From an optimization exercise on the open Yosys and OpenROAD flow, aimed at small area and a short achievable clock period; shortcuts taken in it are not production practice. Function was checked by simulation only, so behaviour that the tests miss may differ from the original.

`design/flow/standard.sh`:
```
#!/bin/bash
# synth_recipe.tcl (not shown) runs the flow's synth.tcl, then flattens the netlist and writes it again
# the make line also repeats each setting of config.mk as NAME=value (left out here)
make -C /OpenROAD-flow-scripts/flow DESIGN_CONFIG=/design/flow/config.mk WORK_HOME=/design/flow/orfs CLKGATE_MAP_FILE= SYNTH_SCRIPT=/design/flow/synth_recipe.tcl "${@:-finish}"
```
`design/flow/flow/run.sh`:
```
#!/bin/bash
# Standard layout, with the port buffers made from plain buffers instead of
# the delay cells buffer_ports picks by default, and without the slow
# three-input XOR cells.
set -euo pipefail
export BUFFER_PORTS_ARGS="-buffer_cell sky130_fd_sc_hd__buf_2"
export DONT_USE_CELLS="sky130_fd_sc_hd__xor3_1 sky130_fd_sc_hd__xor3_2 sky130_fd_sc_hd__xor3_4 sky130_fd_sc_hd__xnor3_1 sky130_fd_sc_hd__xnor3_2 sky130_fd_sc_hd__xnor3_4"
bash standard.sh finish > standard_finish.log 2>&1
```
`design/flow/design.v`:
```
module shifter #(
  parameter int AMOUNT = 1
) (
  input  logic [15:0] shift_in,
  output logic [15:0] shift_out
);
  assign shift_out = (shift_in << AMOUNT) | (shift_in >> (16 - AMOUNT));
endmodule
module round (
  input  logic [15:0] x_in, w_in, k1, k2,
  output logic [15:0] x_out, w_out
);
  logic [15:0] a1, a2, a8, x1, b1, b2, b8;
  shifter #(1) A1 (x_in, a1);
  shifter #(8) A8 (x_in, a8);
  shifter #(2) A2 (x_in, a2);
  assign x1 = (a1 & a8) ^ (a2 ^ w_in);
  shifter #(1) B1 (x1, b1);
  shifter #(8) B8 (x1, b8);
  shifter #(2) B2 (x1, b2);
  assign x_out = (b1 & b8) ^ (b2 ^ (x_in ^ k1));
  assign w_out = x1 ^ k2;
endmodule
module key_gen (
  input  logic [63:0] key_in,
  input  logic        z0, z1,
  output logic [63:0] key_out
);
  logic [15:0] p, k1, k2, k3, k4, k5, pn, c0, c1, bc0;
  logic [15:0] k2r1, k3r1, k3r3, k3r4, k3r6, k3r8, pr3, pr4, c0r3, c0r4;
  assign p  = key_in[15:0];
  assign k1 = key_in[31:16];
  assign k2 = key_in[47:32];
  assign k3 = key_in[63:48];
  assign c0 = {14'h3fff, 1'b0, z0};
  assign c1 = {14'h3fff, 1'b0, z1};
  shifter #(15) R2a (k2, k2r1);      
  shifter #(15) R3a (k3, k3r1);      
  shifter #(13) R3b (k3, k3r3);      
  shifter #(12) R3c (k3, k3r4);      
  shifter #(10) R3d (k3, k3r6);      
  shifter #(8)  R3e (k3, k3r8);      
  shifter #(13) RPa (p, pr3);        
  shifter #(12) RPb (p, pr4);        
  shifter #(13) RCa (c0, c0r3);      
  shifter #(12) RCb (c0, c0r4);      
  assign bc0 = c0r3 ^ c0r4;
  assign k4 = p ^ (k3r3 ^ k3r4) ^ c0;
  assign k5 = (k1 ^ (k2 ^ k2r1)) ^ ((pr3 ^ pr4) ^ (k3r6 ^ k3r8)) ^ bc0 ^ c1;
  assign pn = k2 ^ k3 ^ k3r1;
  assign key_out = {k5, k4, k3, pn};
endmodule
module simon32_64 (
	input  logic clk, reset,
	input  logic in_valid,
	output logic in_ready,
	input  logic [31:0] plaintext,
	input  logic [63:0] key,
	output logic out_valid,
	output logic [31:0] ciphertext
);
	localparam logic [2:0] A_FIRST = 3'b110;
	localparam logic [3:0] B_LAST  = 4'b1101;
	logic [15:0] xa, wa, xb, wb;
	logic [63:0] ka, kb;
	logic [2:0]  ca, ca_next;
	logic [3:0]  cb, cb_next;
	logic        va, free_b, last_b;
	logic [15:0] xab, wab, xba, wba;
	logic [63:0] kab, kba;
	always_comb begin
		case (ca)
			3'b110:  cb_next = 4'b1100;
			3'b100:  cb_next = 4'b1000;
			3'b000:  cb_next = 4'b1001;
			3'b010:  cb_next = 4'b0100;
			3'b011:  cb_next = 4'b1010;
			3'b001:  cb_next = 4'b0101;
			3'b111:  cb_next = 4'b0000;
			default: cb_next = 4'b1101;
		endcase
		case (cb)
			4'b1100: ca_next = 3'b100;
			4'b1000: ca_next = 3'b000;
			4'b1001: ca_next = 3'b010;
			4'b0100: ca_next = 3'b011;
			4'b1010: ca_next = 3'b001;
			4'b0101: ca_next = 3'b111;
			default: ca_next = 3'b101;
		endcase
	end
	assign last_b = (cb == B_LAST);
	round   rab (xa, wa, ka[31:16], ka[47:32], xab, wab);
	key_gen gab (ka, ca[2], ca[1], kab);
	round   rba (xb, wb, kb[31:16], kb[47:32] & {16{!last_b}}, xba, wba);
	key_gen gba (kb, cb[3], cb[2], kba);
	always_ff @(posedge clk) begin
		xb <= xab;
		wb <= wab;
		kb <= kab;
		cb <= cb_next;
		if (free_b) begin
			xa <= plaintext[31:16];
			wa <= plaintext[15:0] ^ key[15:0];
			ka <= {key[63:16], key[15:0] ^ key[31:16] ^ {key[16], key[31:17]}};
			ca <= A_FIRST;
		end else begin
			xa <= xba;
			wa <= wba;
			ka <= kba;
			ca <= ca_next;
		end
	end
	always_ff @(posedge clk) begin
		if (reset) begin
			va        <= 1'b0;
			free_b    <= 1'b1;
			out_valid <= 1'b0;
		end else begin
			va        <= free_b ? in_valid : !last_b;
			free_b    <= !va;
			out_valid <= !free_b && last_b;
		end
	end
	assign in_ready   = free_b;
	assign ciphertext = {xa, wa};
endmodule
```
`design/flow/constraint.sdc`:
```
create_clock -name core_clock -period 2.5 [get_ports {clk}]
set_input_delay 0.5000 -clock core_clock [delete_from_list [all_inputs] [get_ports {clk}]]
set_output_delay 0.5000 -clock core_clock [all_outputs]
set_load 0.01 [all_outputs]
```
`design/flow/config.mk`:
```
export PLATFORM = sky130hd
export DESIGN_NAME = simon32_64
export DESIGN_NICKNAME = simon32_64
export VERILOG_FILES = /design/flow/design.v
export SDC_FILE = /design/flow/constraint.sdc
export NUM_CORES = 4
export LEC_CHECK = 0
export CAP_MARGIN = 20
export CORE_MARGIN = 2
export CORE_UTILIZATION = 40
export SETUP_SLACK_MARGIN = 0.8
export SLEW_MARGIN = 20
```
==> notes.md, run 1 <==
* Result of the run: complete, no violations
* Transition time at the pin with the least slew margin at 0.793 ns
* Core area at 25,800 um^2
* Clock Root Buffer: sky130_fd_sc_hd__clkbuf_16
* Clock edge transition at the registers on the reported setup and hold paths at 0.06 ns
* DP Area at 11,500 um^2
* Crit-path cells: buf_2
* Netlist Area Pre-Place at 10,400 um^2
* Kind of start point of the critical path: register
* Gr usage total at 24.8%
* Number of instances in the synthesized netlist at 1,023
* H-tree levels at 1
* Post-route cell area at 12,500 um^2
* Maximum number of buffers from clock root to sink at 3
* Number of max-slew violations in the final report at 0
* Number of inserted diodes at 0
* Number of top-level design ports at 133
* Num CTS Buffers at 24
* Number of max-cap violations at 0
* Period utilization at 68.2%
* Reg2Reg Setup Slack at 0.82 ns
* Via total after detailed routing at 7,409
* Final HPWL from detailed placement at 26.7 mm
* R2R depth at 4
* Count of nets after finishing at 1,263
* Vias in the first global route at 7,279
* Finish-stage setup viols at 0
* Critical-path maximum fanout at 13
* CTS tree: done
* Number of search-and-repair iterations in the first detailed-routing pass at 5
* Critical path class: register to primary output
* Net Count, Synth at 1,127
* Number of warning messages in the yosys log at 1
* Cell with the largest stage delay on the worst path: sky130_fd_sc_hd__dfxtp_4
* Wirelength per Cell at 22.3 um
* Portion of the post-synthesis area used by sequential elements at 38.8%
* Post-synthesis to final-layout area growth at 19.4%
* Required arrival time at the worst endpoint at 2.00 ns
* Number of remaining DRC errors at 0
* Routed Antenna Nets at 0
* Worst Path Buf+Inv at 1
* Unique masters post-synth at 26
* Port-buffer cells at 132
* Crit-path max cell delay at 0.49 ns
* Worst reg2reg startpoint: xb[2]
* Standard-cell rows at 59
* Pin count of the biggest net entering global routing at 79
* Wire length of the first global-routing pass at 48.0 mm
* Die Ht at 166 um
* Iteration-0 DRC Markers at 601
* Achievable frequency at 0.587 GHz
* Grt ovf at 0
* Share of cells above drive strength 1 at 22.6%
* Initial antenna violation count at 0
* Post-synthesis sequential element count at 202
* Routed WL at 33.7 mm
* Final critical path time including I/O delays and setup at 1.70 ns
* Num Clock Sinks at 202
* Vias per inst at 4.90
* DIE AREA at 27,400 um^2
* Post-Route Setup TNS at 0 ns
* Clock insertion delay at the later pin of the skew report at 0.54 ns
* Hold-fix buffer count after cts at 0
* Final standard cell utilization of the core at 48.2%
* Commonest non-fill, non-tap cells in the layout: 367 x sky130_fd_sc_hd__xnor2_1, 170 x sky130_fd_sc_hd__dfxtp_1, 132 x sky130_fd_sc_hd__buf_2
* Terminus of the critical flop-to-flop path: xa[6]
* Worst-case headroom to the max-slew limit at 46.8%
* Width of the die at 166 um
* Worst setup EP type: primary output
* Class of the tightest hold or removal check: primary input to register
* Final Wtd Congestion at 0.904
* Setup repair after global routing missed its margin: yes
* Final hold violation count at 0
* Worst Setup SP: free_b
* Syn Area/Cell at 10.2 um^2
* Family with the most delay on the worst path: flip-flops
* Crit. path cell count at 1
* Data arrival time of the worst path at 1.20 ns
* Layout Skew at 0.0176 ns
* Effective utilization at floorplan at 40.4%
* Most frequent standard cell in the layout excluding fill and tap cells: sky130_fd_sc_hd__xnor2_1
* End of the critical path: in_ready
[area by class of cell]
cell class | count | area (um^2)
Clock buffer | 35 | 732
Clock inverter | 8 | 121
Fill cell | 2478 | 13400
Inverter | 4 | 15.0
Multi-Input combinational cell | 778 | 6260
Sequential cell | 202 | 4090
Tap cell | 335 | 419
Timing Repair Buffer | 149 | 821
[routing by layer]
metal  GRT usage [%]  routed length, um
met2            40.7              15500
met4            9.44               1400
met3            3.57               2180
met5               0                  0
met1            33.1              14600
[through the flow]
step | instances | hold slack (ns) | worst slack, ns
after floorplan | 1023 | 0.329 | 0.901
after global placement | 1464 | 0.358 | 0.732
after detailed placement | 1464 | 0.362 | 0.737
after CTS | 1508 | 0.146 | 0.719
after global routing | 1511 | 0.159 | 0.768
final | 1511 | 0.153 | 0.796
[worst min-delay path by stage]
| stage | start | endpoint | slack [ns] | depth (start not counted) |
|---|---|---|---|---|
| 5_1_grt | reset | out_valid | 0.16 | 2 |
| 2_1_floorplan | ka[50] | kb[18] | 0.33 | 0 |
| 4_1_cts | key[34] | ka[34] | 0.15 | 3 |
| 6_report | key[34] | ka[34] | 0.15 | 3 |
| 3_3_place_gp | va | free_b | 0.36 | 1 |
| 3_5_place_dp | va | free_b | 0.36 | 1 |
[registers in the layout, indices dropped and copies added (netlist names)]
signal	count
ca	3
cb	4
free_b	1
ka	64
kb	64
out_valid	1
va	1
wa	16
wb	16
xa	16
xb	16
[synthesized netlist by cell type]
| master | instances | area share (%) |
|---|---|---|
| sky130_fd_sc_hd__o21ai_0 | 28 | 1.3 |
| sky130_fd_sc_hd__xor2_1 | 89 | 7.5 |
| sky130_fd_sc_hd__ha_1 | 5 | 0.60 |
| sky130_fd_sc_hd__a31oi_1 | 1 | 0.060 |
| sky130_fd_sc_hd__clkbuf_1 | 32 | 1.2 |
| sky130_fd_sc_hd__buf_2 | 6 | 0.29 |
| sky130_fd_sc_hd__xnor2_2 | 12 | 1.9 |
| sky130_fd_sc_hd__dfxtp_1 | 202 | 39 |
| sky130_fd_sc_hd__xnor3_1 | 19 | 4.1 |
| sky130_fd_sc_hd__or4_1 | 16 | 1.2 |
| sky130_fd_sc_hd__nand3_1 | 16 | 0.77 |
| sky130_fd_sc_hd__buf_1 | 1 | 0.036 |
| sky130_fd_sc_hd__inv_1 | 4 | 0.14 |
| sky130_fd_sc_hd__mux2_2 | 29 | 3.1 |
| sky130_fd_sc_hd__nand4b_1 | 1 | 0.084 |
| sky130_fd_sc_hd__a21oi_1 | 11 | 0.53 |
| sky130_fd_sc_hd__nor2_1 | 28 | 1.0 |
| sky130_fd_sc_hd__o21ai_1 | 17 | 0.82 |
| sky130_fd_sc_hd__o32ai_1 | 1 | 0.084 |
| sky130_fd_sc_hd__o211ai_1 | 16 | 1.2 |
| sky130_fd_sc_hd__nor2b_1 | 3 | 0.18 |
| sky130_fd_sc_hd__nor3_1 | 2 | 0.096 |
| sky130_fd_sc_hd__nand2_1 | 112 | 4.0 |
| sky130_fd_sc_hd__nand2b_1 | 2 | 0.12 |
| sky130_fd_sc_hd__xnor2_1 | 369 | 31 |
| sky130_fd_sc_hd__o21bai_1 | 1 | 0.072 |
[cell families (layout without fill, tap and decap cells)]
kind of cell	count (synthesis)	in the layout	synth area share (%)
xor+xnor	489	489	44.4
flops	202	202	38.8
simple gates	180	180	7.43
compound gates	75	75	4.05
buf+inv	43	196	1.62
mux	29	29	3.13
fa+ha+maj	5	5	0.600
[repair_timing]
action                     4_1_cts  5_1_grt
pin swaps                        0        2
buffers inserted                 1        3
setup endpoints to repair       19       24
resized for setup               19       18
==> run 2, diff against run 1 <==
==> design/flow/flow/run.sh (replaced) <==
#!/bin/bash
# Standard layout (the standard.sh) with two changes:
#  - the port buffers are plain buffers instead of the delay cells that
#    buffer_ports picks by default;
#  - the slow cells listed in flow/dont_use.txt are added to the platform's
#    don't-use list, so that synthesis maps the XOR-heavy logic onto faster
#    two-input gates.
set -euo pipefail
export BUFFER_PORTS_ARGS="-buffer_cell sky130_fd_sc_hd__buf_2"
plat=$(make -s -C "$FLOW_HOME" DESIGN_CONFIG="$PWD/config.mk" WORK_HOME="$PWD/orfs" \
  print-DONT_USE_CELLS 2> print_dont_use.log | sed -n 's/^DONT_USE_CELLS: //p')
extra=$(grep -v '^#' flow/dont_use.txt | tr '\n' ' ')
echo "platform: $plat" > dont_use.log
echo "added: $extra" >> dont_use.log
bash standard.sh "DONT_USE_CELLS=$plat $extra" finish > standard_finish.log 2>&1
==> design/flow/flow/dont_use.txt (new file) <==
# slow cells kept out of synthesis and repair
sky130_fd_sc_hd__xor3_1
sky130_fd_sc_hd__xor3_2
sky130_fd_sc_hd__xor3_4
sky130_fd_sc_hd__xnor3_1
sky130_fd_sc_hd__xnor3_2
sky130_fd_sc_hd__xnor3_4
--- a/design/flow/config.mk
+++ b/design/flow/config.mk
@@ -9,4 +9,6 @@
 export CORE_MARGIN = 2
 export CORE_UTILIZATION = 40
+export CTS_CLUSTER_DIAMETER = 100
+export CTS_CLUSTER_SIZE = 25
 export SETUP_SLACK_MARGIN = 0.8
 export SLEW_MARGIN = 20
==> run 2 against run 1 <==
  * Final cell count fell by 0.86%
  * Global-route usage fell by 2.2 points
  * Sequential cell count did not move
  * Routed wire length fell by 4.4%
  * Count of clock-buffer cells in the layout fell by 22
  * Largest cell class unchanged
==> notes.md, run 2 <==
* Final critical path time including I/O delays and setup at 1.68 ns
* Critical path class: register to primary output
* Class of the tightest hold or removal check: primary input to register
* Clock edge transition at the registers on the reported setup and hold paths at 0.11 ns
* Clock Root Buffer: sky130_fd_sc_hd__clkbuf_16
* Finish-stage setup viols at 0
* Portion of the post-synthesis area used by sequential elements at 38.3%
* Cell with the largest stage delay on the worst path: sky130_fd_sc_hd__dfxtp_1
* Setup repair after global routing missed its margin: yes
* Critical-path maximum fanout at 5
* Post-Route Setup TNS at 0 ns
* Final Wtd Congestion at 0.940
* Placed Instances at 1,471
* Maximum number of buffers from clock root to sink at 3
* Most instantiated library cell after synthesis: sky130_fd_sc_hd__xnor2_1
* Iteration-0 DRC Markers at 589
* CTS tree: done
* R2R depth at 4
* Number of max-cap violations at 0
* Core area at 26,000 um^2
* Final standard cell utilization of the core at 46.6%
* Synth cell count leaders: 363 x sky130_fd_sc_hd__xnor2_1, 202 x sky130_fd_sc_hd__dfxtp_1, 102 x sky130_fd_sc_hd__nand2_1, 97 x sky130_fd_sc_hd__xor2_1, 51 x sky130_fd_sc_hd__o21ai_0
* Crit. path cell count at 1
* Crit-path cells: buf_2
* Worst setup EP type: primary output
* Worst reg2reg startpoint: xb[4]
* Commonest non-fill, non-tap cells in the layout: 363 x sky130_fd_sc_hd__xnor2_1, 184 x sky130_fd_sc_hd__dfxtp_1, 132 x sky130_fd_sc_hd__buf_2
* Layout Skew at 0.0383 ns
* Number of synthesized flops with an enable pin at 0
* Vias per inst at 4.82
* Worst-case headroom to the max-slew limit at 56.7%
* Final HPWL from detailed placement at 26.3 mm
* Count of nets after finishing at 1,265
* Least setup slack across all paths after layout at 0.823 ns
* Required arrival time at the worst endpoint at 2.00 ns
* Number of top-level design ports at 133
* Number of instances in the synthesized netlist at 1,027
* Kind of start point of the critical path: register
* Vias in the first global route at 7,074
* Post-synthesis to final-layout area growth at 14.8%
* Routed Antenna Nets at 0
* Net Count, Synth at 1,131
* Number of max-slew violations in the final report at 0
* Via total after detailed routing at 7,227
* Port-buffer cells at 132
* Achievable frequency at 0.596 GHz
* Main synth FF type: sky130_fd_sc_hd__dfxtp_1
* Worst Path Buf+Inv at 1
* Wire length of the first global-routing pass at 46.1 mm
* Fin cells at 1,498
* Family with the most delay on the worst path: flip-flops
* H-tree levels at 1
* Critical hold path startpoint: key[40]
* Flip-flop and latch area at 4070 um^2
* Width of the die at 166 um
* Cells on Worst Hold Path at 3
* Clock insertion delay at the later pin of the skew report at 0.50 ns
* Hold-fix buffer count after cts at 0
* Die Ht at 166 um
* Standard-cell rows at 59
* Reg2Reg Setup Slack at 0.83 ns
* Top cell type's share of synthesized area at 38.3%
* Post-route cell area at 12,100 um^2
* Post-placement worst setup slack at 0.741 ns
* Grt ovf at 0
* Fraction of registers with async set or reset after synthesis at 0%
* Number of search-and-repair iterations in the first detailed-routing pass at 5
* Number of inserted diodes at 0
* Yosys top cell by area: sky130_fd_sc_hd__dfxtp_1
* Initial antenna violation count at 0
* Number of remaining DRC errors at 0
* Pin count of the biggest net entering global routing at 53
* Terminus of the critical flop-to-flop path: wa[6]
* Share of cells above drive strength 1 at 21.8%
* Wirelength per Cell at 21.5 um
* Routed WL at 32.2 mm
* Data arrival time of the worst path at 1.18 ns
* Number of warning messages in the yosys log at 1
* Unique masters post-synth at 24
* Crit-path max cell delay at 0.47 ns
* Period utilization at 67.1%
* Gr usage total at 22.7%
* Transition time at the pin with the least slew margin at 0.645 ns
* Result of the run: complete, no violations
* Worst Hold End: ka[40]
* Fill cells at 2,550
* Final hold violation count at 0
* Area of the multi-input gates at 6320 um^2
* Syn Area/Cell at 10.3 um^2
* Effective utilization at floorplan at 40.6%
* Main area contributors after synthesis: sky130_fd_sc_hd__dfxtp_1 38%, sky130_fd_sc_hd__xnor2_1 30%, sky130_fd_sc_hd__xor2_1 8.1%, sky130_fd_sc_hd__xnor2_4 4.2%, sky130_fd_sc_hd__nand2_1 3.6%
* Most frequent standard cell in the layout excluding fill and tap cells: sky130_fd_sc_hd__xnor2_1
* Post-synthesis sequential element count at 202
* DP Area at 11,600 um^2
* Largest registers: ka (64), kb (64)
* DIE AREA at 27,700 um^2
* Netlist Area Pre-Place at 10,600 um^2
* Num Clock Sinks at 202
* Num CTS Buffers at 12
[run 2: cell count changes in the layout (fill, tap and decap cells not counted), moves of 16 or more]
cell                       before  now
sky130_fd_sc_hd__a221o_1        0   16
sky130_fd_sc_hd__nand3_1       16    0
sky130_fd_sc_hd__nor3_1         2   34
sky130_fd_sc_hd__o211ai_1      16    0
sky130_fd_sc_hd__o21ai_0       28   51
sky130_fd_sc_hd__o21ai_1       17    0
sky130_fd_sc_hd__or4_1         16    0
sky130_fd_sc_hd__xnor3_1       19    0
[run 2: worst max-delay path by stage]
stage                 from             end  slack, ns
CTS                 free_b        in_ready       0.72
global placement    xb[13]           xa[1]       0.76
global route        free_b        in_ready       0.79
finish              xa[13]  ciphertext[29]       0.82
detailed placement  xb[13]           xa[1]       0.74
floorplan           free_b           xa[0]       1.03
[run 2: cells by family (layout without fill, tap and decap cells)]
kind of cell / Yosys count / after routing / share of synthesized area, %
XOR/XNOR: 492 / 492 / 44.8
flip-flops: 202 / 202 / 38.3
AND/OR/NAND/NOR: 179 / 179 / 6.91
AO/OA/AOI/OAI: 74 / 74 / 4.39
buffers and inverters: 45 / 181 / 1.80
multiplexers: 30 / 30 / 3.17
adder cells (fa/ha/maj): 5 / 5 / 0.593
[run 2: final cells by class]
type	instances	area share, %
Tap cell	335	3.46
Clock inverter	3	0.248
Multi-Input combinational cell	780	52.2
Timing Repair Buffer	160	7.71
Sequential cell	202	33.6
Inverter	5	0.155
Clock buffer	13	2.69
[run 2: worst min-delay path: cells and delay by family]
family	cells	cell delay, ns
AO/OA/AOI/OAI	1	0.05
buffers and inverters	1	0.08
AND/OR/NAND/NOR	1	0.04
[run 2: what timing repair did]
| item | 4_1_cts | 5_1_grt |
|---|---|---|
| pin swaps | 1 | 3 |
| buffers inserted | 4 | 7 |
| setup endpoints to repair | 13 | 12 |
| gates resized for setup | 10 | 7 |
[run 2: metal layers]
| layer | global-route usage (%) | up-vias | wire (um) |
|---|---|---|---|
| met5 | 0 | - | 0 |
| met4 | 7.50 | 0 | 1110 |
| met3 | 2.90 | 53 | 1750 |
| met2 | 37.4 | 230 | 14800 |
| met1 | 30.8 | 3423 | 14600 |
| li1 | - | 3521 | - |
[run 2: stage by stage]
step	hold slack (ns)
6_report	0.211
3_5_place_dp	0.362
2_1_floorplan	0.326
4_1_cts	0.206
5_1_grt	0.215
3_3_place_gp	0.357
==> run 3, diff against run 2 <==
--- a/design/flow/flow/dont_use.txt
+++ b/design/flow/flow/dont_use.txt
@@ -6,2 +6,21 @@
 sky130_fd_sc_hd__xnor3_2
 sky130_fd_sc_hd__xnor3_4
+sky130_fd_sc_hd__or4_1
+sky130_fd_sc_hd__or4_2
+sky130_fd_sc_hd__or4_4
+sky130_fd_sc_hd__nor4_1
+sky130_fd_sc_hd__nor4_2
+sky130_fd_sc_hd__nor4_4
+sky130_fd_sc_hd__and4_1
+sky130_fd_sc_hd__and4_2
+sky130_fd_sc_hd__and4_4
+sky130_fd_sc_hd__nand4_1
+sky130_fd_sc_hd__nand4_2
+sky130_fd_sc_hd__nand4_4
+sky130_fd_sc_hd__or4b_1
+sky130_fd_sc_hd__or4bb_1
+sky130_fd_sc_hd__nor4b_1
+sky130_fd_sc_hd__nor4bb_1
+sky130_fd_sc_hd__or3_1
+sky130_fd_sc_hd__or3b_1
+sky130_fd_sc_hd__nor3_1
==> run 3 against run 2 <==
  * Still clean
  * Core utilization increased by 0.49 points
  * First-iteration DRC count is 15% lower
  * Final cell count fell by 2.3%
  * Worst setup slack lost 0.0098 ns
  * Sequential share of layout area is 0.48 points higher
  * Routed wire length down 1.6%
  * Global-route usage up 0.82 points
==> notes.md, run 3 <==
* Final HPWL from detailed placement at 25.8 mm
* Worst setup EP type: primary output
* Initial antenna violation count at 1
* Hold slack final at 0.196 ns
* R2R depth at 5
* Result of the run: complete, no violations
* Vias per inst at 4.71
* Critical-path maximum fanout at 5
* Netlist Area Pre-Place at 10,400 um^2
* Number of top-level design ports at 133
* Main area contributors after synthesis: sky130_fd_sc_hd__dfxtp_1 39%, sky130_fd_sc_hd__xnor2_1 32%, sky130_fd_sc_hd__xor2_1 8.2%, sky130_fd_sc_hd__xnor2_2 5.0%, sky130_fd_sc_hd__mux2_2 4.7%
* Syn Area/Cell at 10.3 um^2
* Fin cells at 1,464
* Crit-path max cell delay at 0.50 ns
* Clock edge transition at the registers on the reported setup and hold paths at 0.11 ns
* Grt ovf at 0
* Post-route cell area at 11,900 um^2
* Wire length of the first global-routing pass at 45.2 mm
* Final critical path time including I/O delays and setup at 1.69 ns
* Placed Instances at 1,442
* Width of the die at 165 um
* Kind of start point of the critical path: register
* Worst reg2reg startpoint: xb[4]
* Port-buffer cells at 132
* Routed Antenna Nets at 0
* Main synth FF type: sky130_fd_sc_hd__dfxtp_1
* Num Clock Sinks at 202
* Critical path class: register to primary output
* Routed WL at 31.7 mm
* Worst-case headroom to the max-slew limit at 55.5%
* Transition time at the pin with the least slew margin at 0.662 ns
* DP Area at 11,400 um^2
* CTS tree: done
* Pin count of the biggest net entering global routing at 39
* DIE AREA at 27,200 um^2
* Wirelength per Cell at 21.7 um
* Effective utilization at floorplan at 40.9%
* Yosys top cell by area: sky130_fd_sc_hd__dfxtp_1
* Period utilization at 67.5%
* Standard-cell rows at 58
* Worst Path Buf+Inv at 1
* Most instantiated library cell after synthesis: sky130_fd_sc_hd__xnor2_1
* Fill cells at 2,363
* Post-synthesis sequential element count at 202
* H-tree levels at 1
* Achievable frequency at 0.593 GHz
* Post-placement worst setup slack at 0.634 ns
* Terminus of the critical flop-to-flop path: xa[4]
* Crit. path cell count at 1
* Fraction of registers with async set or reset after synthesis at 0%
* Required arrival time at the worst endpoint at 2.00 ns
* Share of cells above drive strength 1 at 22.8%
* Final Wtd Congestion at 0.926
* Least setup slack across all paths after layout at 0.814 ns
* Data arrival time of the worst path at 1.19 ns
* Final hold violation count at 0
* Number of synthesized flops with an enable pin at 0
* Number of search-and-repair iterations in the first detailed-routing pass at 4
* Core area at 25,300 um^2
* Number of max-slew violations in the final report at 0
* End of the critical path: ciphertext[29]
* Family with the most delay on the worst path: flip-flops
* Number of max-cap violations at 0
* Worst Setup SP: xa[13]
* Cell with the largest stage delay on the worst path: sky130_fd_sc_hd__dfxtp_2
* Post-Route Setup TNS at 0 ns
* Top cell type's share of synthesized area at 39.0%
* Number of instances in the synthesized netlist at 1,009
* Class of the tightest hold or removal check: primary input to register
* Number of inserted diodes at 0
* Most frequent standard cell in the layout excluding fill and tap cells: sky130_fd_sc_hd__xnor2_1
* Largest registers: ka (64), kb (64)
* Count of nets after finishing at 1,236
* Iteration-0 DRC Markers at 498
* Portion of the post-synthesis area used by sequential elements at 39.0%
* Die Ht at 165 um
* Net Count, Synth at 1,113
* Reg2Reg Setup Slack at 0.90 ns
* Maximum number of buffers from clock root to sink at 3
* Number of remaining DRC errors at 0
* Via total after detailed routing at 6,900
* Vias in the first global route at 6,855
* Number of warning messages in the yosys log at 1
* Synth cell count leaders: 379 x sky130_fd_sc_hd__xnor2_1, 202 x sky130_fd_sc_hd__dfxtp_1, 102 x sky130_fd_sc_hd__nand2_1, 97 x sky130_fd_sc_hd__xor2_1, 53 x sky130_fd_sc_hd__o21ai_0
* Unique masters post-synth at 22
* Commonest non-fill, non-tap cells in the layout: 373 x sky130_fd_sc_hd__xnor2_1, 188 x sky130_fd_sc_hd__dfxtp_1, 132 x sky130_fd_sc_hd__buf_2
* Clock insertion delay at the later pin of the skew report at 0.49 ns
* Final standard cell utilization of the core at 47.1%
* Num CTS Buffers at 12
* Finish-stage setup viols at 0
* Crit-path cells: buf_2
* Clock Root Buffer: sky130_fd_sc_hd__clkbuf_16
* Layout Skew at 0.0266 ns
* Gr usage total at 23.5%
* Setup repair after global routing missed its margin: no
* Post-synthesis to final-layout area growth at 15.1%
[run 3: cell types whose count changed in the layout (fill, tap and decap cells not counted), sizes merged, moves of 2 or more]
| cell | previous run | this run |
|---|---|---|
| o21ai | 51 | 53 |
| a221o | 16 | 0 |
| mux2 | 27 | 43 |
| nor3 | 34 | 0 |
| buf | 159 | 146 |
| xnor2 | 395 | 411 |
[run 3: area by class of cell]
| cell class | count | area, um^2 | share of cell area, % |
|---|---|---|---|
| well taps | 330 | 413 | 3.46 |
| repair buffers | 146 | 835 | 6.99 |
| multi-input cells | 765 | 6230 | 52.3 |
| clock inverters | 2 | 27.5 | 0.231 |
| flip-flops and latches | 202 | 4060 | 34.1 |
| clock buffers | 14 | 339 | 2.84 |
| inverters | 5 | 18.8 | 0.157 |
[run 3: worst min-delay path by stage]
stage               slack [ns]   start  cells after the start  endpoint
global placement          0.36      va                      1    free_b
finish                    0.20   reset                      2        va
floorplan                 0.33  ka[53]                      0    kb[21]
global route              0.20   reset                      2        va
detailed placement        0.37      va                      1    free_b
CTS                       0.19   reset                      2        va
[run 3: cells by family (layout without fill, tap and decap cells)]
family / after synthesis / in the layout / share of synthesized area, %
flip-flops: 202 / 202 / 39.0
adder cells (fa/ha/maj): 5 / 5 / 0.604
multiplexers: 46 / 46 / 4.96
AND/OR/NAND/NOR: 147 / 147 / 5.53
XOR/XNOR: 508 / 508 / 45.2
buffers and inverters: 42 / 167 / 1.71
AO/OA/AOI/OAI: 59 / 59 / 2.95
[run 3: repair_timing]
action	in CTS	in global routing
gates resized for setup	13	11
setup endpoints to repair	19	25
pin swaps	0	1
endpoints found under the hold margin	0	0
buffers inserted	2	4
hold buffers	0	0
[run 3: per-layer routing]
metal	GRT usage [%]	share of wire, %	vias to the layer above
li1	-	-	3375
met1	31.9	46	3284
met4	7.39	3.0	0
met5	0	0	-
met3	3.57	5.6	41
met2	38.4	46	200
==> run 4, diff against run 3 <==
--- a/design/flow/config.mk
+++ b/design/flow/config.mk
@@ -11,4 +11,4 @@
 export CTS_CLUSTER_DIAMETER = 100
 export CTS_CLUSTER_SIZE = 25
-export SETUP_SLACK_MARGIN = 0.8
+export SETUP_SLACK_MARGIN = 1.1
 export SLEW_MARGIN = 20
==> run 4 against run 3 <==
  * Still clean on timing, DRC and antenna
  * Clock skew decreased by 0.0070 ns
  * Worst setup slack improved by 0.16 ns
  * Via count rose by 9.0%
  * Worst hold slack gained 0.0052 ns
  * Core utilization grew 8.4 points
  * Routed wire length is 11% higher
  * Register-to-register slack improved by 0.08 ns
  * Fmax is 10% higher
  * Sequential share of layout area is 3.7 points lower
  * Area after synthesis did not move
  * Critical path type unchanged
==> notes.md, run 4 <==
* Initial antenna violation count at 0
* Hold-fix buffer count after cts at 0
* Main area contributors after synthesis: sky130_fd_sc_hd__dfxtp_1 39%, sky130_fd_sc_hd__xnor2_1 32%, sky130_fd_sc_hd__xor2_1 8.2%, sky130_fd_sc_hd__xnor2_2 5.0%, sky130_fd_sc_hd__mux2_2 4.7%
* Final hold violation count at 0
* Grt ovf at 0
* Number of synthesized flops with an enable pin at 0
* Area of the multi-input gates at 7260 um^2
* Layout Skew at 0.0196 ns
* Finish-stage setup viols at 0
* Post-Route Setup TNS at 0 ns
* Cell with the largest stage delay on the worst path: sky130_fd_sc_hd__dfxtp_4
* Port-buffer cells at 132
* Maximum number of buffers from clock root to sink at 3
* Effective utilization at floorplan at 40.9%
* Gr usage total at 24.4%
* Top cell type's share of synthesized area at 39.0%
* Routed Antenna Nets at 0
* Vias per inst at 4.85
* Final HPWL from detailed placement at 25.7 mm
* DP Area at 11,300 um^2
* Most frequent standard cell in the layout excluding fill and tap cells: sky130_fd_sc_hd__xnor2_1
* Post-synthesis to final-layout area growth at 35.7%
* Netlist Area Pre-Place at 10,400 um^2
* Required arrival time at the worst endpoint at 2.00 ns
* Largest registers: ka (64), kb (64)
* Routed WL at 35.3 mm
* Portion of the post-synthesis area used by sequential elements at 39.0%
* Core area at 25,300 um^2
* Num Clock Sinks at 202
* Worst Path Buf+Inv at 1
* Die Ht at 165 um
* Metal3 WL at 2.03 mm
* CTS tree: done
* Class of the tightest hold or removal check: primary input to register
* Flip-flop and latch area at 4260 um^2
* Family with the most delay on the worst path: flip-flops
* Fill cells at 2,159
* Main synth FF type: sky130_fd_sc_hd__dfxtp_1
* Via total after detailed routing at 7,523
* Result of the run: complete, no violations
* Critical path class: register to primary output
* DIE AREA at 27,200 um^2
* Final Wtd Congestion at 0.912
* Synth cell count leaders: 379 x sky130_fd_sc_hd__xnor2_1, 202 x sky130_fd_sc_hd__dfxtp_1, 102 x sky130_fd_sc_hd__nand2_1, 97 x sky130_fd_sc_hd__xor2_1, 53 x sky130_fd_sc_hd__o21ai_0
* H-tree levels at 1
* Placed Instances at 1,439
* Number of max-cap violations at 0
* Number of instances in the synthesized netlist at 1,009
* Post-route cell area at 14,100 um^2
* Share of cells above drive strength 1 at 43.4%
* Reg2Reg Setup Slack at 0.98 ns
* Number of top-level design ports at 133
* Critical-path maximum fanout at 3
* Post-synthesis sequential element count at 202
* Commonest non-fill, non-tap cells in the layout: 310 x sky130_fd_sc_hd__xnor2_1, 106 x sky130_fd_sc_hd__dfxtp_1, 98 x sky130_fd_sc_hd__buf_2
* Crit-path cells: buf_6
* Crit-path max cell delay at 0.42 ns
* Number of search-and-repair iterations in the first detailed-routing pass at 7
* Fraction of registers with async set or reset after synthesis at 0%
* Count of nets after finishing at 1,324
* Number of max-slew violations in the final report at 0
* Number of remaining DRC errors at 0
* Standard-cell rows at 58
* Number of inserted diodes at 0
* Net Count, Synth at 1,113
* Data arrival time of the worst path at 1.03 ns
* Clock Root Buffer: sky130_fd_sc_hd__clkbuf_16
* Kind of start point of the critical path: register
* Period utilization at 61.1%
* Worst-case headroom to the max-slew limit at 59.9%
* Wire length of the first global-routing pass at 47.2 mm
* Width of the die at 165 um
* Top routing layer used: met4
* Iteration-0 DRC Markers at 496
* Wirelength per Cell at 22.7 um
* Clock edge transition at the registers on the reported setup and hold paths at 0.10 ns
* Routed metal-1 wirelength at 15.1 mm
* Transition time at the pin with the least slew margin at 0.596 ns
* Achievable frequency at 0.655 GHz
* Number of warning messages in the yosys log at 1
* Final critical path time including I/O delays and setup at 1.53 ns
* Setup repair after global routing missed its margin: yes
* Pin count of the biggest net entering global routing at 81
* Num CTS Buffers at 12
* Yosys top cell by area: sky130_fd_sc_hd__dfxtp_1
* Routed length on met2 at 17.0 mm
* Most instantiated library cell after synthesis: sky130_fd_sc_hd__xnor2_1
* Vias in the first global route at 7,368
* Worst setup EP type: primary output
* Clock insertion delay at the later pin of the skew report at 0.49 ns
* Syn Area/Cell at 10.3 um^2
* Fin cells at 1,552
* Unique masters post-synth at 22
-- run 4: cell counts after synthesis --
Identical to the previous run, type by type.
-- run 4: through the flow --
step / hold slack (ns) / util, % / setup slack, ns
CTS: 0.200 / 52.1 / 0.975
global placement: 0.358 / 44.8 / 0.699
global route: 0.206 / 55.5 / 0.939
floorplan: 0.326 / - / 1.10
detailed placement: 0.361 / 44.8 / 0.681
finish: 0.201 / 55.5 / 0.973
-- run 4: worst reg2reg max path, cell delays in order (launching register included) --
cell and delay (ns):
sky130_fd_sc_hd__dfxtp_4 0.44, sky130_fd_sc_hd__nand2_2 0.11, sky130_fd_sc_hd__xnor2_4 0.27, sky130_fd_sc_hd__xnor2_1 0.17
sky130_fd_sc_hd__xnor2_1 0.12, sky130_fd_sc_hd__mux2_2 0.29
-- run 4: path summary, 6_finish.rpt --
| kind | from | to | cells past startpoint |
|---|---|---|---|
| worst max-delay path | xa[12] | ciphertext[28] | 1 |
| worst min register to register | va | free_b | 1 |
| worst max register to register | xb[2] | xa[5] | 5 |
| worst min-delay path | reset | va | 2 |
-- run 4: logic make-up after synthesis --
kind of cell / synth area share, %
and+or+nand+nor: 5.53
DFF: 39.0
muxes: 4.96
AOI/OAI and AO/OA: 2.95
adders and majority gates: 0.604
xor gates and xnor gates: 45.2
buffers and inverters: 1.71
-- run 4: cell type report --
class,count,area share (%)
Multi-Input combinational cell,765,51.6
Clock buffer,13,2.31
Inverter,5,0.133
Timing Repair Buffer,234,12.5
Sequential cell,202,30.3
Clock inverter,3,0.205
Tap cell,330,2.94
-- run 4: layer usage --
metal / vias up / global-route usage (%)
li1: 3558 / -
met1: 3667 / 33.1
met2: 244 / 40.8
met3: 54 / 2.81
met4: 0 / 6.88
met5: - / 0
-- run 4: what timing repair did --
| action | 4_1_cts | 5_1_grt |
|---|---|---|
| setup endpoints to repair | 110 | 105 |
| gates resized for setup | 222 | 121 |
| cloned | 0 | 3 |
| pin swaps | 43 | 51 |
| hold endpoints to repair | 0 | 0 |
| setup buffers | 65 | 29 |
==> run 5, diff against run 4 <==
--- a/design/flow/config.mk
+++ b/design/flow/config.mk
@@ -11,4 +11,4 @@
 export CTS_CLUSTER_DIAMETER = 100
 export CTS_CLUSTER_SIZE = 25
-export SETUP_SLACK_MARGIN = 1.1
+export SETUP_SLACK_MARGIN = 1.0
 export SLEW_MARGIN = 20
==> run 5 against run 4 <==
  * Final cell count is 3.0% lower
  * Worst setup slack worse by 0.021 ns
  * Largest cell class unchanged
  * Die area stayed put
  * Critical path depth stayed put
  * Still clean on timing, DRC and antenna
  * Critical path type unchanged
==> notes.md, run 5 <==
* Result of the run: complete, no violations
* Netlist Area Pre-Place at 10,400 um^2
* Data arrival time of the worst path at 1.05 ns
* Synth cell count leaders: 379 x sky130_fd_sc_hd__xnor2_1, 202 x sky130_fd_sc_hd__dfxtp_1, 102 x sky130_fd_sc_hd__nand2_1, 97 x sky130_fd_sc_hd__xor2_1, 53 x sky130_fd_sc_hd__o21ai_0
* Post-synthesis to final-layout area growth at 24.2%
* Routed Antenna Nets at 0
* Number of max-cap violations at 0
* Port-buffer cells at 132
* Final hold violation count at 0
* Class of the tightest hold or removal check: primary input to register
* Critical-path maximum fanout at 5
* Gr usage total at 23.9%
* Core area at 25,300 um^2
* Wirelength per Cell at 21.7 um
* Number of max-slew violations in the final report at 0
* Finish-stage setup viols at 0
* Cell with the largest stage delay on the worst path: sky130_fd_sc_hd__dfxtp_4
* Most instantiated library cell after synthesis: sky130_fd_sc_hd__xnor2_1
* Vias per inst at 4.77
* Fraction of registers with async set or reset after synthesis at 0%
* Effective utilization at floorplan at 40.9%
* Hold slack final at 0.205 ns
* Post-synthesis sequential element count at 202
* Number of top-level design ports at 133
* Post-placement worst setup slack at 0.681 ns
* Worst Hold End: va
* Reg2Reg Setup Slack at 0.99 ns
* Critical hold path startpoint: reset
* Portion of the post-synthesis area used by sequential elements at 39.0%
* Worst setup EP type: primary output
* Number of search-and-repair iterations in the first detailed-routing pass at 5
* Pin count of the biggest net entering global routing at 81
* Syn Area/Cell at 10.3 um^2
* Least setup slack across all paths after layout at 0.953 ns
* Standard-cell rows at 58
* Worst-case headroom to the max-slew limit at 60.5%
* Achievable frequency at 0.646 GHz
* Final critical path time including I/O delays and setup at 1.55 ns
* Final Wtd Congestion at 0.912
* Worst reg2reg startpoint: xb[2]
* Initial antenna violation count at 0
* CTS tree: done
* Critical path class: register to primary output
* Net Count, Synth at 1,113
* Worst Setup SP: xa[0]
* Post-Route Setup TNS at 0 ns
* Clock Root Buffer: sky130_fd_sc_hd__clkbuf_16
* Cells on Worst Hold Path at 2
* Clock insertion delay at the later pin of the skew report at 0.48 ns
* Count of nets after finishing at 1,277
* Maximum number of buffers from clock root to sink at 3
* Vias in the first global route at 7,120
* Main area contributors after synthesis: sky130_fd_sc_hd__dfxtp_1 39%, sky130_fd_sc_hd__xnor2_1 32%, sky130_fd_sc_hd__xor2_1 8.2%, sky130_fd_sc_hd__xnor2_2 5.0%, sky130_fd_sc_hd__mux2_2 4.7%
* H-tree levels at 1
* Commonest non-fill, non-tap cells in the layout: 349 x sky130_fd_sc_hd__xnor2_1, 147 x sky130_fd_sc_hd__dfxtp_1, 119 x sky130_fd_sc_hd__buf_2
* Crit-path max cell delay at 0.42 ns
* Width of the die at 165 um
* Placed Instances at 1,439
* Required arrival time at the worst endpoint at 2.00 ns
* Number of warning messages in the yosys log at 1
* Crit-path cells: buf_2
* Setup repair after global routing missed its margin: yes
* Final HPWL from detailed placement at 25.7 mm
* Share of cells above drive strength 1 at 31.9%
* Largest registers: ka (64), kb (64)
* Layout Skew at 0.0150 ns
* Fin cells at 1,505
* Transition time at the pin with the least slew margin at 0.589 ns
* Number of synthesized flops with an enable pin at 0
* DIE AREA at 27,200 um^2
* R2R depth at 5
* Num CTS Buffers at 12
* Main synth FF type: sky130_fd_sc_hd__dfxtp_1
* Via total after detailed routing at 7,183
* Number of remaining DRC errors at 0
* Die Ht at 165 um
* Unique masters post-synth at 22
* Number of inserted diodes at 0
* Routed WL at 32.7 mm
* Most frequent standard cell in the layout excluding fill and tap cells: sky130_fd_sc_hd__xnor2_1
* Hold-fix buffer count after cts at 0
* Worst Path Buf+Inv at 1
* Family with the most delay on the worst path: flip-flops
* Top cell type's share of synthesized area at 39.0%
* Yosys top cell by area: sky130_fd_sc_hd__dfxtp_1
* Wire length of the first global-routing pass at 46.1 mm
* Period utilization at 61.9%
* Num Clock Sinks at 202
* Kind of start point of the critical path: register
* Terminus of the critical flop-to-flop path: xa[6]
* Clock edge transition at the registers on the reported setup and hold paths at 0.11 ns
* Number of instances in the synthesized netlist at 1,009
* Iteration-0 DRC Markers at 398
* Grt ovf at 0
[run 5: cell counts after synthesis]
No cell type changed its count.
[run 5: routing by layer]
metal,global-route usage [%],vias up,routed length [um]
met3,2.61,42,1540
li1,-,3459,-
met5,0,-,0
met2,39.7,211,15400
met4,5.81,0,782
met1,33.0,3471,15000
[run 5: repair_timing]
| item | in CTS | in global routing |
|---|---|---|
| endpoints found under the hold margin | 0 | 0 |
| resized for setup | 94 | 73 |
| setup buffers | 30 | 20 |
| pin swaps | 9 | 18 |
| setup endpoints to repair | 81 | 77 |
[run 5: kinds of logic after synthesis]
| logic type | share of synthesized area (%) |
|---|---|
| simple gates | 5.53 |
| mux | 4.96 |
| xor+xnor | 45.2 |
| buf+inv | 1.71 |
| flops | 39.0 |
| compound gates | 2.95 |
| fa+ha+maj | 0.604 |
[run 5: worst max-delay path by stage]
stage,end,depth (start not counted)
after global routing,ciphertext[16],1
after floorplan,xa[10],4
after detailed placement,xb[8],4
after global placement,xb[8],4
after CTS,ciphertext[16],1
final,ciphertext[16],1
[run 5: layout make-up]
| type | instances | area (um^2) |
|---|---|---|
| Fill cell | 2329 | 12500 |
| Clock buffer | 13 | 325 |
| Clock inverter | 3 | 28.8 |
| Tap cell | 330 | 413 |
| Multi-Input combinational cell | 765 | 6690 |
| Timing Repair Buffer | 187 | 1200 |
| Sequential cell | 202 | 4190 |
| Inverter | 5 | 18.8 |
[run 5: through the flow]
step           cell area, um^2  utilization (%)
3_3_place_gp             11300             44.8
2_1_floorplan            10400                -
5_1_grt                  12900             50.8
3_5_place_dp             11300             44.8
4_1_cts                  12300             48.6
6_report                 12900             50.8
==> run 6, diff against run 5 <==
--- a/design/flow/flow/dont_use.txt
+++ b/design/flow/flow/dont_use.txt
@@ -25,2 +25,6 @@
 sky130_fd_sc_hd__or3b_1
 sky130_fd_sc_hd__nor3_1
+sky130_fd_sc_hd__mux2_1
+sky130_fd_sc_hd__mux2_2
+sky130_fd_sc_hd__mux2_4
+sky130_fd_sc_hd__mux2_8
--- a/design/flow/config.mk
+++ b/design/flow/config.mk
@@ -11,4 +11,4 @@
 export CTS_CLUSTER_DIAMETER = 100
 export CTS_CLUSTER_SIZE = 25
-export SETUP_SLACK_MARGIN = 1.0
+export SETUP_SLACK_MARGIN = 0.8
 export SLEW_MARGIN = 20
==> run 6 against run 5 <==
  * Count of clock-buffer cells in the layout is 1 higher
  * Critical endpoint is now ciphertext[31]
  * Routed wire length is 1.7% lower
  * First-iteration DRC count is 24% higher
  * Worst hold slack about the same
  * Core utilization decreased by 4.6 points
  * Critical path depth unchanged
==> notes.md, run 6 <==
* Result of the run: complete, no violations
* Clock edge transition at the registers on the reported setup and hold paths at 0.09 ns
* Most instantiated library cell after synthesis: sky130_fd_sc_hd__xnor2_1
* Number of search-and-repair iterations in the first detailed-routing pass at 5
* Reg2Reg Setup Slack at 0.84 ns
* Unique masters post-synth at 25
* H-tree levels at 1
* Transition time at the pin with the least slew margin at 0.713 ns
* Iteration-0 DRC Markers at 494
* Largest registers: ka (64), kb (64)
* Worst-case headroom to the max-slew limit at 52.1%
* Number of inserted diodes at 0
* Syn Area/Cell at 9.56 um^2
* Num CTS Buffers at 12
* Fill cells at 2,526
* CTS tree: done
* Commonest non-fill, non-tap cells in the layout: 377 x sky130_fd_sc_hd__xnor2_1, 184 x sky130_fd_sc_hd__dfxtp_1, 132 x sky130_fd_sc_hd__buf_2
* Effective utilization at floorplan at 40.5%
* Wirelength per Cell at 20.8 um
* Core area at 25,900 um^2
* Critical-path maximum fanout at 5
* Initial antenna violation count at 1
* Net Count, Synth at 1,202
* Count of nets after finishing at 1,315
* Post-synthesis to final-layout area growth at 14.0%
* Terminus of the critical flop-to-flop path: xa[2]
* Routed WL at 32.1 mm
* Num Clock Sinks at 202
* Period utilization at 66.6%
* Post-Route Setup TNS at 0 ns
* R2R depth at 5
* Netlist Area Pre-Place at 10,500 um^2
* Hold-fix buffer count after cts at 0
* Number of warning messages in the yosys log at 1
* Finish-stage setup viols at 0
* Number of max-cap violations at 0
* Final HPWL from detailed placement at 26.7 mm
* Family with the most delay on the worst path: flip-flops
* Pin count of the biggest net entering global routing at 60
* Final Wtd Congestion at 0.958
* Maximum number of buffers from clock root to sink at 3
* Data arrival time of the worst path at 1.16 ns
* Number of top-level design ports at 133
* Worst setup EP type: primary output
* Crit-path max cell delay at 0.50 ns
* Achievable frequency at 0.601 GHz
* Die Ht at 166 um
* Cell with the largest stage delay on the worst path: sky130_fd_sc_hd__dfxtp_1
* Critical hold path startpoint: reset
* Gr usage total at 23.0%
* Worst Hold End: va
* Most frequent standard cell in the layout excluding fill and tap cells: sky130_fd_sc_hd__xnor2_1
* Clock Root Buffer: sky130_fd_sc_hd__clkbuf_16
* Vias per inst at 4.79
* Required arrival time at the worst endpoint at 2.00 ns
* Routed Antenna Nets at 0
* Synth cell count leaders: 382 x sky130_fd_sc_hd__xnor2_1, 202 x sky130_fd_sc_hd__dfxtp_1, 131 x sky130_fd_sc_hd__nand2_1, 102 x sky130_fd_sc_hd__xor2_1, 69 x sky130_fd_sc_hd__o21ai_0
* Number of synthesized flops with an enable pin at 0
* Post-synthesis sequential element count at 202
* Vias in the first global route at 7,269
* Port-buffer cells at 132
* Grt ovf at 0
* Number of instances in the synthesized netlist at 1,098
* Kind of start point of the critical path: register
* Wire length of the first global-routing pass at 46.9 mm
* Placed Instances at 1,528
* Share of cells above drive strength 1 at 17.1%
* Worst reg2reg startpoint: xb[8]
* Worst Path Buf+Inv at 1
* Number of remaining DRC errors at 0
* Cells on Worst Hold Path at 2
* Standard-cell rows at 59
* Main synth FF type: sky130_fd_sc_hd__dfxtp_1
* Portion of the post-synthesis area used by sequential elements at 38.5%
* Final hold violation count at 0
* Critical path class: register to primary output
* Yosys top cell by area: sky130_fd_sc_hd__dfxtp_1
* Width of the die at 166 um
* Fraction of registers with async set or reset after synthesis at 0%
* Clock insertion delay at the later pin of the skew report at 0.48 ns
* Number of max-slew violations in the final report at 0
* Final critical path time including I/O delays and setup at 1.66 ns
* Crit-path cells: buf_2
* Layout Skew at 0.0278 ns
* Main area contributors after synthesis: sky130_fd_sc_hd__dfxtp_1 39%, sky130_fd_sc_hd__xnor2_1 32%, sky130_fd_sc_hd__xor2_1 8.5%, sky130_fd_sc_hd__nand2_1 4.7%, sky130_fd_sc_hd__xor2_2 3.4%
* Setup repair after global routing missed its margin: yes
* DIE AREA at 27,600 um^2
* Class of the tightest hold or removal check: primary input to register
* Top cell type's share of synthesized area at 38.5%
* Via total after detailed routing at 7,413
* Fin cells at 1,548
-- run 6: cell types whose count changed in the layout (fill, tap and decap cells not counted), sizes merged, moves of 16 or more --
cell	change
o21ai	+16
inv	+27
buf	-45
xor2	+27
mux2	-43
nand2	+29
xnor2	-27
-- run 6: layout make-up --
cell class,count,area (um^2),share of cell area (%)
Sequential cell,202,4070,34.0
Clock inverter,2,21.3,0.178
Timing Repair Buffer,142,777,6.49
Inverter,34,128,1.07
Clock buffer,14,350,2.93
Multi-Input combinational cell,819,6210,51.9
Tap cell,335,419,3.50
-- run 6: worst max-delay path by stage --
| stage | depth (start not counted) | slack (ns) | start | to |
|---|---|---|---|---|
| after floorplan | 5 | 1.02 | free_b | ka[48] |
| after global placement | 4 | 0.71 | xa[14] | xb[8] |
| after detailed placement | 4 | 0.72 | xa[14] | xb[8] |
| after CTS | 1 | 0.79 | free_b | in_ready |
| after global routing | 5 | 0.78 | xb[8] | xa[8] |
| final | 1 | 0.84 | xa[15] | ciphertext[31] |
-- run 6: layer usage --
layer,part of all wire (%),track usage [%],up-vias
met5,0,0,-
met4,3.1,6.62,0
met3,5.8,2.24,46
met2,46,38.0,252
met1,45,32.2,3509
li1,-,-,3606
-- run 6: logic make-up after synthesis --
family | synth area share (%)
xor+xnor | 44.1
flops | 38.5
simple gates | 7.89
compound gates | 5.48
buf+inv | 2.86
mux | 0.572
fa+ha+maj | 0.596
-- run 6: through the flow --
stage	hold WS (ns)	util [%]	setup slack (ns)	instance area, um^2
CTS	0.188	45.9	0.793	11900
detailed placement	0.366	44.4	0.721	11500
global placement	0.355	44.4	0.709	11500
finish	0.204	46.2	0.835	12000
floorplan	0.329	-	1.02	10500
global route	0.201	46.2	0.781	12000
-- run 6: what timing repair did --
action                                  in CTS  in global routing
gates cloned                                 0                  0
endpoints found under the setup margin      14                 18
buffers inserted                             1                  3
pin swaps                                    0                  2
resized for setup                           10                 14
==> run 7, diff against run 6 <==
--- a/design/flow/flow/run.sh
+++ b/design/flow/flow/run.sh
@@ -7,5 +7,5 @@
 #    two-input gates.
 set -euo pipefail
-export BUFFER_PORTS_ARGS="-buffer_cell sky130_fd_sc_hd__buf_2"
+export BUFFER_PORTS_ARGS="-buffer_cell sky130_fd_sc_hd__buf_1"
 plat=$(make -s -C "$FLOW_HOME" DESIGN_CONFIG="$PWD/config.mk" WORK_HOME="$PWD/orfs" \
   print-DONT_USE_CELLS 2> print_dont_use.log | sed -n 's/^DONT_USE_CELLS: //p')
--- a/design/flow/flow/dont_use.txt
+++ b/design/flow/flow/dont_use.txt
@@ -25,6 +25,2 @@
 sky130_fd_sc_hd__or3b_1
 sky130_fd_sc_hd__nor3_1
-sky130_fd_sc_hd__mux2_1
-sky130_fd_sc_hd__mux2_2
-sky130_fd_sc_hd__mux2_4
-sky130_fd_sc_hd__mux2_8
--- a/design/flow/config.mk
+++ b/design/flow/config.mk
@@ -11,4 +11,4 @@
 export CTS_CLUSTER_DIAMETER = 100
 export CTS_CLUSTER_SIZE = 25
-export SETUP_SLACK_MARGIN = 0.8
+export SETUP_SLACK_MARGIN = 0.9
 export SLEW_MARGIN = 20
==> run 7 against run 6 <==
  * Register-to-register slack improved by 0.07 ns
  * Critical path type unchanged
  * Synthesized cell count fell by 8.1%
  * Global-route usage rose by 0.27 points
  * First-iteration DRC count fell by 20%
  * Via count fell by 6.7%
  * Critical path depth did not move
  * Core utilization rose by 0.74 points
  * Sequential cell count did not move
==> notes.md, run 7 <==
* Result of the run: complete, no violations
* Fraction of registers with async set or reset after synthesis at 0%
* Final hold violation count at 0
* Most frequent standard cell in the layout excluding fill and tap cells: sky130_fd_sc_hd__xnor2_1
* Syn Area/Cell at 10.3 um^2
* Post-Route Setup TNS at 0 ns
* Cell with the largest stage delay on the worst path: sky130_fd_sc_hd__dfxtp_1
* Wire length of the first global-routing pass at 45.3 mm
* R2R depth at 4
* Clock Root Buffer: sky130_fd_sc_hd__clkbuf_16
* Standard-cell rows at 58
* Achievable frequency at 0.619 GHz
* Main synth FF type: sky130_fd_sc_hd__dfxtp_1
* Wirelength per Cell at 21.4 um
* Core area at 25,300 um^2
* Kind of start point of the critical path: register
* Top cell type's share of synthesized area at 39.0%
* Critical-path maximum fanout at 2
* Fin cells at 1,466
* Reg2Reg Setup Slack at 0.91 ns
* Post-synthesis sequential element count at 202
* Placed Instances at 1,442
* H-tree levels at 1
* Grt ovf at 0
* CTS tree: done
* Critical hold path startpoint: key[37]
* Period utilization at 64.6%
* Routed Antenna Nets at 0
* Number of inserted diodes at 0
* Data arrival time of the worst path at 1.12 ns
* Netlist Area Pre-Place at 10,400 um^2
* Setup repair after global routing missed its margin: no
* Number of top-level design ports at 133
* Critical path class: register to primary output
* Count of nets after finishing at 1,237
* Transition time at the pin with the least slew margin at 0.621 ns
* Number of synthesized flops with an enable pin at 0
* Gr usage total at 23.3%
* Worst-case headroom to the max-slew limit at 58.3%
* Number of instances in the synthesized netlist at 1,009
* Class of the tightest hold or removal check: primary input to register
* Number of warning messages in the yosys log at 1
* Final HPWL from detailed placement at 25.5 mm
* Effective utilization at floorplan at 40.9%
* Share of cells above drive strength 1 at 13.4%
* Routed WL at 31.4 mm
* Via total after detailed routing at 6,919
* Number of search-and-repair iterations in the first detailed-routing pass at 5
* Portion of the post-synthesis area used by sequential elements at 39.0%
* Num CTS Buffers at 12
* Number of max-cap violations at 0
* Synth cell count leaders: 379 x sky130_fd_sc_hd__xnor2_1, 202 x sky130_fd_sc_hd__dfxtp_1, 102 x sky130_fd_sc_hd__nand2_1, 97 x sky130_fd_sc_hd__xor2_1, 53 x sky130_fd_sc_hd__o21ai_0
* Terminus of the critical flop-to-flop path: xb[11]
* Maximum number of buffers from clock root to sink at 3
* Required arrival time at the worst endpoint at 2.00 ns
* Main area contributors after synthesis: sky130_fd_sc_hd__dfxtp_1 39%, sky130_fd_sc_hd__xnor2_1 32%, sky130_fd_sc_hd__xor2_1 8.2%, sky130_fd_sc_hd__xnor2_2 5.0%, sky130_fd_sc_hd__mux2_2 4.7%
* Number of remaining DRC errors at 0
* Unique masters post-synth at 22
* Crit. path cell count at 1
* Pin count of the biggest net entering global routing at 57
* Post-synthesis to final-layout area growth at 14.7%
* Hold-fix buffer count after cts at 0
* Family with the most delay on the worst path: flip-flops
* Cells on Worst Hold Path at 3
* Worst reg2reg startpoint: wa[10]
* Worst Setup SP: wa[10]
* DIE AREA at 27,200 um^2
* Final critical path time including I/O delays and setup at 1.62 ns
* Iteration-0 DRC Markers at 394
* Clock edge transition at the registers on the reported setup and hold paths at 0.10 ns
* Worst setup EP type: primary output
* Most instantiated library cell after synthesis: sky130_fd_sc_hd__xnor2_1
* Clock insertion delay at the later pin of the skew report at 0.48 ns
* Vias in the first global route at 6,841
* Layout Skew at 0.0206 ns
* Net Count, Synth at 1,113
* Number of max-slew violations in the final report at 0
* Initial antenna violation count at 1
* Crit-path cells: buf_1
* Vias per inst at 4.72
* Die Ht at 165 um
* Worst Hold End: ka[37]
* Port-buffer cells at 132
* Final Wtd Congestion at 0.901
* Largest registers: ka (64), kb (64)
* Num Clock Sinks at 202
* Crit-path max cell delay at 0.45 ns
* Worst Path Buf+Inv at 1
* Yosys top cell by area: sky130_fd_sc_hd__dfxtp_1
* Width of the die at 165 um
* Commonest non-fill, non-tap cells in the layout: 368 x sky130_fd_sc_hd__xnor2_1, 174 x sky130_fd_sc_hd__dfxtp_1, 126 x sky130_fd_sc_hd__buf_1
* Finish-stage setup viols at 0
run 7: kinds of logic after synthesis:
logic type	Yosys count	synth area share (%)
xor gates and xnor gates	508	45.2
DFF	202	39.0
and+or+nand+nor	147	5.53
AOI/OAI and AO/OA	59	2.95
muxes	46	4.96
buffers and inverters	42	1.71
adders and majority gates	5	0.604
run 7: layer usage:
layer / vias up / wire (um) / global-route usage, % / share of wire (%)
met2: 201 / 14700 / 37.9 / 47
li1: 3374 / - / - / -
met3: 33 / 1770 / 3.24 / 5.6
met4: 0 / 554 / 5.26 / 1.8
met5: - / 0 / 0 / 0
met1: 3311 / 14400 / 32.7 / 46
run 7: per-stage QoR:
step	cell area (um^2)	util, %	setup slack [ns]	hold WS, ns
final	11900	46.9	0.884	0.223
after global routing	11900	46.9	0.886	0.226
after CTS	11700	46.4	0.903	0.210
after detailed placement	11200	44.2	0.669	0.362
after global placement	11200	44.2	0.644	0.362
after floorplan	10400	-	0.965	0.326
run 7: timing repair:
item                                    CTS  global route
setup buffers                             3             4
resized for setup                        38            27
endpoints found under the setup margin   41            32
pin swaps                                 1             3
run 7: cell type report:
class	instances	area, um^2
clock buffers	15	343
clock inverters	2	25.0
fillers	2392	13400
inverters	5	18.8
multi-input cells	765	6330
flip-flops and latches	202	4110
well taps	330	413
repair buffers	147	654
run 7: worst max path at each step:
stage                           to  slack, ns
floorplan                   xa[10]       0.97
global placement             xb[1]       0.64
detailed placement           xb[1]       0.67
CTS                 ciphertext[24]       0.90
global route                 xa[0]       0.89
finish              ciphertext[10]       0.88
run 7: worst register-to-register path, delay by kind of cell (launching register included):
kind,cells,cell delay [ns]
AND/OR/NAND/NOR,1,0.14
flip-flops,1,0.45
XOR/XNOR,3,0.89

afterwards: timing with drivers on the ports:
No port has a modelled driver above. Below, the same layouts with a new extraction and two added sets of constraints.
Step 1, drivers: a clkbuf_16 drives clk and a buf_2 each remaining input, both assumed.
Step 2 also shifts input and output timing later by t, the mid clock arrival at the registers, as if the neighbouring blocks saw the same clock.
a / b / c = no drivers / after step 1 / after step 2; a / b = the first two.
run	t, ns	setup slack, ns	hold slack, ns	slew at the worst register clock pin (ns)
run 1	0.586	0.796 / 0.744 / 0.825	0.153 / 0.122 / 0.374	0.07 / 0.07
run 2	0.526	0.823 / 0.776 / 0.829	0.211 / 0.186 / 0.390	0.11 / 0.11
run 3	0.526	0.814 / 0.765 / 0.897	0.196 / 0.170 / 0.387	0.11 / 0.11
run 4	0.523	0.973 / 0.927 / 0.984	0.201 / 0.177 / 0.381	0.11 / 0.11
run 5	0.522	0.953 / 0.906 / 0.986	0.205 / 0.180 / 0.380	0.11 / 0.11
run 6	0.513	0.835 / 0.788 / 0.838	0.204 / 0.190 / 0.390	0.11 / 0.11
run 7	0.514	0.884 / 0.836 / 0.914	0.223 / 0.196 / 0.386	0.11 / 0.11
After both steps every run listed still meets setup and hold.
